This is an optimization exercise on Yosys and OpenROAD, whose aim is small area and a short achievable clock period, not a production implementation.
In this exercise RTL edits were held to simulation tests only and were not proved equivalent to the original.

==> inputs of cedar <==
// fft
module fft(rst,s,x0,x1,x2,x3,x4,x5,x6,x7,real_out,img_out,clk);
export LEC_CHECK = 0
export ABC_AREA = 1
export CAP_MARGIN = 20
export CORE_MARGIN = 2
export CORE_UTILIZATION = 40
export PLACE_DENSITY = 0.75
export SLEW_MARGIN = 20
create_clock -name core_clock -period 72.0 [get_ports {clk}]
standard.sh (not shown) runs the stock make flow with config.mk's settings and CLKGATE_MAP_FILE= SYNTH_SCRIPT=/design/flow/synth_recipe.tcl, a recipe that flattens the netlist after the stock synthesis.
==> flow/flow/run.sh <==
#!/bin/bash
# The standard layout (standard.sh) with these changes:
#  - synthesis: the standard flow's synthesis script (synth_recipe.tcl, unchanged) runs
#    with ABC's area mapper (flow/abc_amap.script) in place of ORFS's abc_area.script, and without Yosys's extract_fa, so ABC maps the adders too. Registers are mapped before either step, so they
#    are the standard synthesis's;
#  - the timing repair steps (floorplan, CTS, global route) aim for a setup
#    slack of SETUP_SLACK_MARGIN ns; the SDC and clock period are unchanged;
#  - every input and output port gets a buf_1 as its buffer.
# Tool output: standard.log here, and ORFS's logs under orfs/logs.
set -e
W=$PWD
cat > $W/synth_own.tcl <<EOT
proc extract_fa {args} { puts "extract_fa skipped" }
proc abc {args} {
  set i [lsearch -exact \$args -script]
  if {\$i >= 0 && "abc_amap.script" ne ""} { lset args [expr {\$i + 1}] $W/flow/abc_amap.script }
  yosys abc {*}\$args
}
source $W/synth_recipe.tcl
EOT
sed -e "s|SYNTH_SCRIPT=[^ ]*|SYNTH_SCRIPT=$W/synth_own.tcl|" standard.sh > standard_own.sh
export SETUP_SLACK_MARGIN=47
export BUFFER_PORTS_ARGS="-buffer_cell sky130_fd_sc_hd__buf_1"
bash standard_own.sh > standard.log 2>&1
==> flow/flow/abc_amap.script <==
strash
balance
rewrite
refactor
balance
rewrite
rewrite -z
balance
refactor -z
rewrite -z
balance
dch
amap
topo
stime -c
buffer -c
upsize -c
dnsize -c
==> inputs of yarrow, as changes to cedar <==
--- a/flow/design.v
+++ b/flow/design.v
@@ -1,68 +1,58 @@
-module fa_pair_raw(input [31:0] a, input [31:0] b, output [24:0] s, output [23:0] df,
-               output [7:0] eg, output sy, output sz, output eff);
+module fa_pair(input [31:0] a, input [31:0] b, output [30:0] rs, output [30:0] rd,
+               output sy, output sz, output eff);
   wire sa = a[31], sb = b[31];
   wire [7:0] ea = a[30:23], eb = b[30:23];
   wire [22:0] fa = a[22:0], fb = b[22:0];
   wire [7:0] d; wire dco; pa_a8 ud(.a(ea), .b(~eb), .cin(1'b1), .s(d), .cout(dco));
   wire [7:0] dn = eb - ea;
   wire [7:0] sh = d[7] ? dn : d;
   wire dz = (ea == eb);
   wire [22:0] cmps; wire fgt; pa_a23 uc(.a(fa), .b(~fb), .cin(1'b0), .s(cmps), .cout(fgt));
   wire swap = d[7] | (dz & ~fgt);
-  assign eg = swap ? eb : ea;
+  wire [7:0] eg = swap ? eb : ea;
   wire [23:0] mg = {1'b1, swap ? fb : fa};
   wire [23:0] ml0 = {1'b1, swap ? fa : fb};
   wire big = (sh[7:5] != 3'd0) | (sh[4] & sh[3]);
   wire [23:0] ml = big ? 24'd0 : (ml0 >> sh[4:0]);
-  wire sco;
+  wire [24:0] s; wire sco;
   pa_a25 as(.a({1'b0, mg}), .b({1'b0, ml}), .cin(1'b0), .s(s), .cout(sco));
-  wire dfco;
-  pa_a24 adf(.a(mg), .b(~ml), .cin(1'b1), .s(df), .cout(dfco));
-  assign sy = swap ? sb : sa;
-  assign sz = swap ? ~sb : sa;
-  assign eff = sa ^ sb;
-endmodule
-module fa_pair_norm(input [24:0] s, input [23:0] df, input [7:0] eg, output [30:0] rs, output [30:0] rd);
   wire [22:0] fs = s[24] ? s[23:1] : s[22:0];
   wire [7:0] es = eg + {7'd0, s[24]};
+  wire [23:0] df; wire dfco;
+  pa_a24 adf(.a(mg), .b(~ml), .cin(1'b1), .s(df), .cout(dfco));
   reg [4:0] L;
   integer i_L;
   always @* begin
     L = 5'd23;
     for (i_L = 0; i_L < 24; i_L = i_L + 1)
       if (df[i_L]) L = 5'd23 - i_L[4:0];
   end
   wire [23:0] dn2 = df << L;
   wire [22:0] fd = dn2[22:0];
   wire [7:0] ed = eg - {3'd0, L};
+  assign sy = swap ? sb : sa;
+  assign sz = swap ? ~sb : sa;
+  assign eff = sa ^ sb;
   assign rs = {es, fs};
   assign rd = {ed, fd};
 endmodule
-module fa_one_ctl(input [31:0] a, input [31:0] b, output [6:0] c);
+module fa_one(input [31:0] a, input [31:0] b, output [31:0] y);
   wire sa = a[31], sb = b[31];
   wire [7:0] ea = a[30:23], eb = b[30:23];
   wire [22:0] fa = a[22:0], fb = b[22:0];
   wire [7:0] d; wire dco; pa_a8 ud(.a(ea), .b(~eb), .cin(1'b1), .s(d), .cout(dco));
   wire [7:0] dn = eb - ea;
   wire [7:0] sh = d[7] ? dn : d;
   wire dz = (ea == eb);
   wire [22:0] cmps; wire fgt; pa_a23 uc(.a(fa), .b(~fb), .cin(1'b0), .s(cmps), .cout(fgt));
   wire swap = d[7] | (dz & ~fgt);
-  wire big = (sh[7:5] != 3'd0) | (sh[4] & sh[3]);
-  assign c = {swap, big, sh[4:0]};
-endmodule
-module fa_one_dp(input [31:0] a, input [31:0] b, input [6:0] c, output [31:0] y);
-  wire sa = a[31], sb = b[31];
-  wire [7:0] ea = a[30:23], eb = b[30:23];
-  wire [22:0] fa = a[22:0], fb = b[22:0];
-  wire swap = c[6], big = c[5];
-  wire [7:0] sh = {3'd0, c[4:0]};
   wire [7:0] eg = swap ? eb : ea;
   wire [23:0] mg = {1'b1, swap ? fb : fa};
   wire [23:0] ml0 = {1'b1, swap ? fa : fb};
+  wire big = (sh[7:5] != 3'd0) | (sh[4] & sh[3]);
   wire [23:0] ml = big ? 24'd0 : (ml0 >> sh[4:0]);
   wire eff = sa ^ sb;
   wire [24:0] r; wire rco;
   pa_a25 ad(.a({1'b0, mg}), .b({1'b0, ml} ^ {25{eff}}), .cin(eff), .s(r), .cout(rco));
   wire [24:0] rm = {r[24] & ~eff, r[23:0]};
   reg [4:0] L;
@@ -369,15 +359,15 @@
   assign s[23] = p0[23] ^ G24;
   assign s[24] = p0[24] ^ G44;
   assign cout = G32;
 endmodule
 module stage1(x0,x4,x2,x6,P,Q);
   input [31:0] x0,x4,x2,x6;
-  output [59:0] P,Q;
-  fa_pair_raw u0(.a(x0), .b(x4), .s(P[24:0]), .df(P[48:25]), .eg(P[56:49]), .sz(P[57]), .eff(P[58]), .sy(P[59]));
-  fa_pair_raw u1(.a(x2), .b(x6), .s(Q[24:0]), .df(Q[48:25]), .eg(Q[56:49]), .sz(Q[57]), .eff(Q[58]), .sy(Q[59]));
+  output [64:0] P,Q;
+  fa_pair u0(.a(x0), .b(x4), .rs(P[61:31]), .rd(P[30:0]), .sy(P[64]), .eff(P[63]), .sz(P[62]));
+  fa_pair u1(.a(x2), .b(x6), .rs(Q[61:31]), .rd(Q[30:0]), .sy(Q[64]), .eff(Q[63]), .sz(Q[62]));
 endmodule
 module fm707(input [31:0] a, output [31:0] y);
   wire [22:0] f = a[22:0];
   wire [22:0] fn = ~a[22:0];
   wire [24:0] F3; wire F3co;
   fm707_x3 u3(.a({2'b00, f}), .b({1'b0, f, 1'b0}), .cin(1'b0), .s(F3), .cout(F3co));
@@ -1097,66 +1087,54 @@
   assign s[21] = p0[21] ^ G21;
   assign s[22] = p0[22] ^ G22;
   assign s[23] = p0[23] ^ G23;
   assign s[24] = p0[24] ^ G24;
   assign cout = G25;
 endmodule
-module stage2(s,R1,S1,R2,S2,X,Y,M3);
+module stage2(s,P1,Q1,P2,Q2,X,Y,M3);
   input [2:0] s;
-  input [59:0] R1,S1,R2,S2;
+  input [64:0] P1,Q1,P2,Q2;
   output [31:0] X,Y;
   output [31:0] M3;
-  wire [64:0] P1,Q1,P2,Q2;
-  fa_pair_norm n1(.s(R1[24:0]), .df(R1[48:25]), .eg(R1[56:49]), .rs(P1[61:31]), .rd(P1[30:0]));
-  fa_pair_norm n2(.s(S1[24:0]), .df(S1[48:25]), .eg(S1[56:49]), .rs(Q1[61:31]), .rd(Q1[30:0]));
-  fa_pair_norm n3(.s(R2[24:0]), .df(R2[48:25]), .eg(R2[56:49]), .rs(P2[61:31]), .rd(P2[30:0]));
-  fa_pair_norm n4(.s(S2[24:0]), .df(S2[48:25]), .eg(S2[56:49]), .rs(Q2[61:31]), .rd(Q2[30:0]));
-  assign P1[64:62] = R1[59:57];
-  assign Q1[64:62] = S1[59:57];
-  assign P2[64:62] = R2[59:57];
-  assign Q2[64:62] = S2[59:57];
   function [31:0] sum_of;
     input [64:0] p;
     sum_of = p[63] ? {p[64], p[30:0]} : {p[64], p[61:31]};
   endfunction
   function [31:0] diff_of;
     input [64:0] p;
     diff_of = p[63] ? {p[62], p[61:31]} : {p[62], p[30:0]};
   endfunction
-  wire [31:0] A1 = sum_of(P1), B1 = diff_of(P1), C1 = sum_of(Q1), D1 = diff_of(Q1);
-  wire [31:0] A2 = sum_of(P2), B2 = diff_of(P2), C2 = sum_of(Q2);
-  wire [31:0] D2 = diff_of(Q2);
+  wire [30:0] mA1 = P1[63] ? P1[30:0] : P1[61:31];
+  wire [30:0] mC1 = Q1[63] ? Q1[30:0] : Q1[61:31];
+  wire [30:0] mD1 = Q1[63] ? Q1[61:31] : Q1[30:0];
+  wire [30:0] mA2 = P2[63] ? P2[30:0] : P2[61:31];
+  wire [30:0] mC2 = Q2[63] ? Q2[30:0] : Q2[61:31];
+  wire [31:0] B2 = diff_of(P2), D2 = diff_of(Q2);
   wire [31:0] M1;
   fm707 m1(.a(B2), .y(M1));
   fm707s m3(.a(D2), .y(M3));
-  wire [6:0] c_re, c_ro, c_ie, c_io;
-  fa_one_ctl fre(.a(A1), .b(C1), .c(c_re));
-  fa_one_ctl fro(.a(B1), .b(M1), .c(c_ro));
-  fa_one_ctl fie(.a(A2), .b(C2), .c(c_ie));
-  fa_one_ctl fio(.a(D1), .b(M1), .c(c_io));
   wire odd = s[0];
   wire rho = s[1] ^ s[2];
   wire sg = odd ? rho : s[1];
-  wire [31:0] ra = odd ? B1 : A1;
-  wire [31:0] rb = odd ? M1 : C1;
-  wire [31:0] ia = odd ? D1 : A2;
-  wire [31:0] ib = odd ? M1 : C2;
-  fa_one_dp ur(.a(ra), .b({rb[31] ^ sg, rb[30:0]}), .c(odd ? c_ro : c_re), .y(X));
-  fa_one_dp ui(.a(ia), .b({ib[31] ^ sg, ib[30:0]}), .c(odd ? c_io : c_ie), .y(Y));
+  wire [31:0] ra = {odd ? P1[62] : P1[64], (odd == P1[63]) ? P1[61:31] : P1[30:0]};
+  wire [31:0] rb = odd ? M1 : {Q1[64], mC1};
+  wire [31:0] ia = odd ? {Q1[62], mD1} : {P2[64], mA2};
+  wire [31:0] ib = odd ? M1 : {Q2[64], mC2};
+  fa_one ur(.a(ra), .b({rb[31] ^ sg, rb[30:0]}), .y(X));
+  fa_one ui(.a(ia), .b({ib[31] ^ sg, ib[30:0]}), .y(Y));
 endmodule
-module mux8to1(s,z,X,Y,W,M3s,cR,cI,real_out,img_out);
+module mux8to1(s,z,X,Y,W,M3s,real_out,img_out);
   input [2:0] s;
   input z;
   input [31:0] X,Y,W;
   input M3s;
-  input [6:0] cR,cI;
   output [31:0] real_out,img_out;
   wire odd = s[0];
   wire [31:0] rs, is;
-  fa_one_dp ur(.a(X), .b(W), .c(cR), .y(rs));
-  fa_one_dp ui(.a(Y), .b({M3s, W[30:0]}), .c(cI), .y(is));
+  fa_one ur(.a(X), .b(W), .y(rs));
+  fa_one ui(.a(Y), .b({M3s, W[30:0]}), .y(is));
   reg [31:0] zr, zi;
   always @* begin
     case (s)
       3'd0: begin zr = 32'h01800000; zi = 32'h00000000; end
       3'd1: begin zr = 32'hf4800000; zi = 32'h751a7efa; end
       3'd2: begin zr = 32'hf5000000; zi = 32'h75000000; end
@@ -1174,32 +1152,28 @@
 module fft(rst,s,x0,x1,x2,x3,x4,x5,x6,x7,real_out,img_out,clk);
 input rst;
 input [31:0] x0,x1,x2,x3,x4,x5,x6,x7;
 input [2:0] s;
 input clk;
 output [31:0] real_out,img_out;
-wire [59:0] R1,S1,R2,S2;
-stage1 s1(.x0(x0),.x4(x4),.x2(x2),.x6(x6),.P(R1),.Q(S1));
-stage1 s2(.x0(x1),.x4(x5),.x2(x3),.x6(x7),.P(R2),.Q(S2));
-reg [59:0] qR1,qS1,qR2,qS2;
+wire [64:0] P1,Q1,P2,Q2;
+stage1 s1(.x0(x0),.x4(x4),.x2(x2),.x6(x6),.P(P1),.Q(Q1));
+stage1 s2(.x0(x1),.x4(x5),.x2(x3),.x6(x7),.P(P2),.Q(Q2));
+reg [64:0] qP1,qQ1,qP2,qQ2;
 reg rst1, rst2;
 always @(posedge clk)
 begin
-qR1<=R1; qS1<=S1; qR2<=R2; qS2<=S2;
+qP1<=P1; qQ1<=Q1; qP2<=P2; qQ2<=Q2;
 rst1<=rst; rst2<=rst1;
 end
 wire [31:0] X,Y,M3;
-stage2 st2(.s(s),.R1(qR1),.S1(qS1),.R2(qR2),.S2(qS2),.X(X),.Y(Y),.M3(M3));
+stage2 st2(.s(s),.P1(qP1),.Q1(qQ1),.P2(qP2),.Q2(qQ2),.X(X),.Y(Y),.M3(M3));
 wire [31:0] W = s[0] ? {M3[31] ^ ~(s[1] ^ s[2]), M3[30:0]} : Y;
-wire [6:0] cR, cI;
-fa_one_ctl kr(.a(X), .b(W), .c(cR));
-fa_one_ctl ki(.a(Y), .b(W), .c(cI));
 reg [31:0] qX,qY,qW;
-reg [6:0] qcR,qcI;
 reg qM3s;
 reg [2:0] qs;
 always @(posedge clk)
 begin
-qX<=X; qY<=Y; qW<=W; qM3s<=M3[31]; qs<=s; qcR<=cR; qcI<=cI;
+qX<=X; qY<=Y; qW<=W; qM3s<=M3[31]; qs<=s;
 end
-mux8to1 m1(.s(qs),.z(rst2),.X(qX),.Y(qY),.W(qW),.M3s(qM3s),.cR(qcR),.cI(qcI),.real_out(real_out),.img_out(img_out));
+mux8to1 m1(.s(qs),.z(rst2),.X(qX),.Y(qY),.W(qW),.M3s(qM3s),.real_out(real_out),.img_out(img_out));
 endmodule
--- a/flow/flow/run.sh
+++ b/flow/flow/run.sh
@@ -16,9 +16,9 @@
   if {\$i >= 0 && "abc_amap.script" ne ""} { lset args [expr {\$i + 1}] $W/flow/abc_amap.script }
   yosys abc {*}\$args
 }
 source $W/synth_recipe.tcl
 EOT
 sed -e "s|SYNTH_SCRIPT=[^ ]*|SYNTH_SCRIPT=$W/synth_own.tcl|" standard.sh > standard_own.sh
-export SETUP_SLACK_MARGIN=47
+export SETUP_SLACK_MARGIN=44
 export BUFFER_PORTS_ARGS="-buffer_cell sky130_fd_sc_hd__buf_1"
 bash standard_own.sh > standard.log 2>&1
PLACE_DENSITY = not set   (was 0.75)
==> inputs of indigo, as changes to cedar <==
==> flow/flow/abc_amap.script (replaced) <==
strash
balance
rewrite
refactor
balance
rewrite
rewrite -z
balance
refactor -z
rewrite -z
balance
dch
amap
PLACE_DENSITY = not set   (was 0.75)
==> flow_metrics.py <==
metrics = {
    "run_status": {
        "outcome": "no timing/DRC/antenna violations",
    },
    "yosys": {
        "syn-num-nets": 9488,
        "avgSynthCellArea_um2": 5.76,
        "syn_inst": 9227,
    },
    "global_route": {
        "grt.met3_usage_pct": 3.12,
    },
    "setup_path": {
        "r2r_slack_ns": 51.76,
        "crit_top_cell": "nand2_1",
    },
    "routing": {
        "viasPerCell": 6.27,
    },
    "cells_and_area": {
        "fin_area_um2": 57500,
    },
}
That was yarrow.
==> flow_metrics.py <==
metrics = {
    "run_status": {
        "outcome": "no timing/DRC/antenna violations",
    },
    "hold_path": {
        "hp-start": "rst1",
        "worstHoldEndpoint": "rst2",
    },
    "yosys": {
        "netlist_area_um2": 52500,
        "avgSynthCellArea_um2": 5.78,
        "syn-num-nets": 9347,
        "syn_inst": 9086,
    },
    "cells_and_area": {
        "fin_area_um2": 60900,
    },
    "routing": {
        "met2_length_um": 108000,
        "viasPerCell": 6.39,
    },
    "place": {
        "placed_cells": 11300,
    },
    "setup_path": {
        "r2r_slack_ns": 48.96,
    },
}
That was indigo.
==> flow_metrics.py <==
metrics = {
    "run_status": {
        "outcome": "no timing/DRC/antenna violations",
    },
    "setup_path": {
        "r2r_slack_ns": 49.20,
        "crit_top_cell": "nand2_1",
    },
    "cells_and_area": {
        "num-multi-input-gates": 7713,
        "fin_area_um2": 60800,
    },
    "routing": {
        "viasPerCell": 6.45,
    },
    "yosys": {
        "syn_inst": 9592,
        "avgSynthCellArea_um2": 5.81,
        "syn-num-nets": 9853,
    },
}
That was cedar.

[what the ideal ports hide]
The results above use ideal ports. As a check the final layouts listed here were re-extracted and re-timed, cells and wires unchanged.
Step 1: set_driving_cell puts a clkbuf_16 on clk and a buf_2 on each other input, an assumption about the parent block.
Step 2 times the ports against the registers' clock, not the clock port: input delays grow and output delays shrink by t, the midpoint of the rising clock arrivals with the driver on.
Three values: ideal ports, drivers, drivers and shift; two values: the first two.
run | shift t [ns] | setup WS [ns] | hold slack, ns | worst setup path after step 2 | worst slew at a driven data input, ns
cedar | 0.676 | 47.413 / 47.329 / 47.136 | 0.325 / 0.325 / 0.325 | input to register | 0.21
yarrow | 0.663 | 45.019 / 44.947 / 44.622 | 0.333 / 0.333 / 0.333 | input to register | 0.15
indigo | 0.682 | 47.674 / 47.607 / 47.044 | 0.337 / 0.337 / 0.337 | input to register | 0.09
After both steps every run listed still meets setup and hold. The setup slack of indigo, which loses most, moves by -0.067 ns with the drivers and by -0.630 ns with both steps.
